Context: an optimization exercise on an open-source flow, tuned for small area and a short achievable clock period. The choices shown serve that exercise and are no tape-out recipe.
Only simulation tests tie the RTL to the original design; equivalence was not proved.

run A:
Design cordic_vec, start of the top module:
module cordic_vec(clk,a0,b0,r,ang);
  input signed [15:0] a0,b0;
  input clk;
  output signed [15:0] r,ang;
  reg [15:0] x0r;
  reg [14:0] n0r;
  reg d0r;
  always @(posedge clk) begin
    x0r <= a0;
    n0r <= b0[14:0] ^ {15{~b0[15]}};
    d0r <= b0[15];
  end
  genvar k;
  generate
    for (k = 1; k <= 12; k = k + 1) begin : st
      wire [15:0] xi, xo, wo;
      wire [14:0] ni;         
      wire di;                
      wire [k-1:0] dhi;
      reg [15:0] x, w;
      reg [k-1:0] dh;
      if (k == 1) begin : f
        assign xi = x0r;
        assign ni = n0r;
        assign di = d0r;
        assign dhi = di;
      end else begin : n
        assign xi = st[k-1].x;
        assign ni = st[k-1].w[14:0] ^ {15{~st[k-1].w[15]}};
        assign di = st[k-1].dh[k-2] ^ ~st[k-1].w[15];
        assign dhi = {di, st[k-1].dh};
      end
      cstage #(k-1) cs (.x(xi), .nm(ni), .d(di), .xn(xo), .wn(wo));
      always @(posedge clk) begin
        x <= xo;
        w <= wo;
        dh <= dhi;
      end
    end
  endgenerate
  wire d12 = st[12].dh[11] ^ ~st[12].w[15];
  wire [15:0] x13, w13, x14, w14;
  cstage_late #(12) ca (.x(st[12].x), .w(st[12].w), .d(d12), .xn(x13), .wn(w13));
  wire d13 = d12 ^ ~w13[15];
  cstage_late #(13) cb (.x(x13), .w(w13), .d(d13), .xn(x14), .wn(w14));
  reg [15:0] x14r, w14r;
  reg [13:0] dh14r;
  always @(posedge clk) begin
    x14r <= x14;
    w14r <= w14;
    dh14r <= {d13, d12, st[12].dh};
  end
  wire d14 = dh14r[13] ^ ~w14r[15];
  wire [15:0] x15, w15;
  cstage_late #(14) cc (.x(x14r), .w(w14r), .d(d14), .xn(x15), .wn(w15));
  wire d15 = d14 ^ ~w15[15];
  wire [15:0] x16 = x15 + {15'd0, d15};
  reg [15:0] xr;
  reg [15:0] dr;
  always @(posedge clk) begin
    xr <= x16;
    dr <= {d15, d14, dh14r};
  end
  wire sc_1 = xr[11] ^ ~xr[9] ^ ~xr[7];
  ...
For scale: roughly 2000 cells after synthesis, ~65 I/O pins, ~0.028 mm2 of cells after synthesis.
export LEC_CHECK = 0
export CAP_MARGIN = 20
export CORE_MARGIN = 2
export CORE_UTILIZATION = 40
export CTS_CLUSTER_DIAMETER = 120
export CTS_CLUSTER_SIZE = 30
export SLEW_MARGIN = 20
create_clock -name core_clock -period 32.0 [get_ports {clk}]
standard.sh (not shown) runs the stock make flow with config.mk's settings and CLKGATE_MAP_FILE= SYNTH_SCRIPT=/design/flow/synth_recipe.tcl, a recipe that flattens the netlist after the stock synthesis.
==> flow/flow/run.sh <==
#!/bin/bash
# The standard layout with two changes:
#  1. after the standard synthesis, flow/polarity.py re-balances the
#     inverters around full adders and XOR gates (each full adder may work on
#     complemented values, each XOR may become an XNOR); registers and all
#     other cells are untouched;
#  2. flip-flops that drive 8 or more loads get the 4x drive strength;
#  3. the port buffers are plain buffers (sky130_fd_sc_hd__buf_2) instead of
#     the delay cells buffer_ports picks by default.
set -euo pipefail
R=orfs/results/sky130hd/cordic_vec/base
bash standard.sh synth > standard_synth.log 2>&1
cp $R/1_2_yosys.v $R/1_2_yosys.standard.v
python3 flow/polarity.py $R/1_2_yosys.standard.v $R/1_2_yosys.v > polarity.log 2>&1
rm -f $R/1_synth.odb $R/1_synth.sdc
bash standard.sh "BUFFER_PORTS_ARGS=-buffer_cell sky130_fd_sc_hd__buf_2" finish > standard_flow.log 2>&1
Other scripts of this flow, unchanged in this note and not shown: flow/flow/polarity.py
[inputs] run B vs run A
-- flow/flow/run.sh --
<<< run A, line 7
#  2. flip-flops that drive 8 or more loads get the 4x drive strength;
#  3. the port buffers are plain buffers (sky130_fd_sc_hd__buf_2) instead of
#     the delay cells buffer_ports picks by default.
>>> run B, line 7
#  2. flip-flops that drive 8 or more loads get the 4x drive strength;
#  3. the port buffers are plain buffers (sky130_fd_sc_hd__buf_1) instead of
#     the delay cells buffer_ports picks by default.
<<< run A, line 15
rm -f $R/1_synth.odb $R/1_synth.sdc
bash standard.sh "BUFFER_PORTS_ARGS=-buffer_cell sky130_fd_sc_hd__buf_2" finish > standard_flow.log 2>&1
>>> run B, line 15
rm -f $R/1_synth.odb $R/1_synth.sdc
bash standard.sh "BUFFER_PORTS_ARGS=-buffer_cell sky130_fd_sc_hd__buf_1" finish > standard_flow.log 2>&1
==> run summary <==
Flip-flop and latch share of the layout cell area of run A is on par with run B.
In terms of met1 routing resource usage after global routing, run B and run A differ only marginally.
~same final instance area in run A and run B
Between run B and run A, the clock skew does not differ in any meaningful way.
Cmp run A and run B / wire length / lower: run B
Delta (run B minus run A): setup slack lost 0.027 ns, violation count after the first detailed-routing iteration lost about 11%.
Here is what was changed in the inputs of run C compared with run B.
# run B
export LEC_CHECK = 0
export CAP_MARGIN = 20
export CORE_MARGIN = 2
export CORE_UTILIZATION = 40
export CTS_CLUSTER_DIAMETER = 120
export CTS_CLUSTER_SIZE = 30
export SLEW_MARGIN = 20
create_clock -name core_clock -period 32.0 [get_ports {clk}]
# run C
export LEC_CHECK = 0
export CAP_MARGIN = 20
export CORE_MARGIN = 2
export CORE_UTILIZATION = 60
export CTS_CLUSTER_DIAMETER = 120
export CTS_CLUSTER_SIZE = 30
export SLEW_MARGIN = 20
create_clock -name core_clock -period 32.0 [get_ports {clk}]
### Flow results
- Run C drops more vias than run B.
- Summary of run C over run B: die span in x went down 18%.

## static timing again, ports no longer ideal
In the flow no input, the clock included, has a driving cell. The finished layouts below were timed again as built, in two steps. Step 1 (the two cells are an assumption about what drives the block):
set clk [get_ports {clk}]
set_driving_cell -lib_cell sky130_fd_sc_hd__clkbuf_16 $clk
set_driving_cell -lib_cell sky130_fd_sc_hd__buf_2 [delete_from_list [all_inputs] $clk]
Step 2 also shifts input and output timing later by t, the mid clock arrival at the registers, as if the neighbouring blocks saw the same clock. Slacks: ideal / step 1 / step 2; pairs: ideal / step 1.
run | shift t [ns] | setup WS [ns] | clock arrival spread, ns | cell pins on the clock port's net
run A | 0.635 | 24.558 / 24.503 / 24.887 | 0.031 / 0.030 | 1
run B | 0.639 | 24.530 / 24.475 / 24.892 | 0.046 / 0.046 | 1
run C | 0.647 | 24.535 / 24.480 / 24.496 | 0.040 / 0.039 | 1
After both steps setup and hold are still met in every run listed. For run C, which loses most, drivers alone change the setup slack by -0.055 ns; drivers and shift together by -0.039 ns.
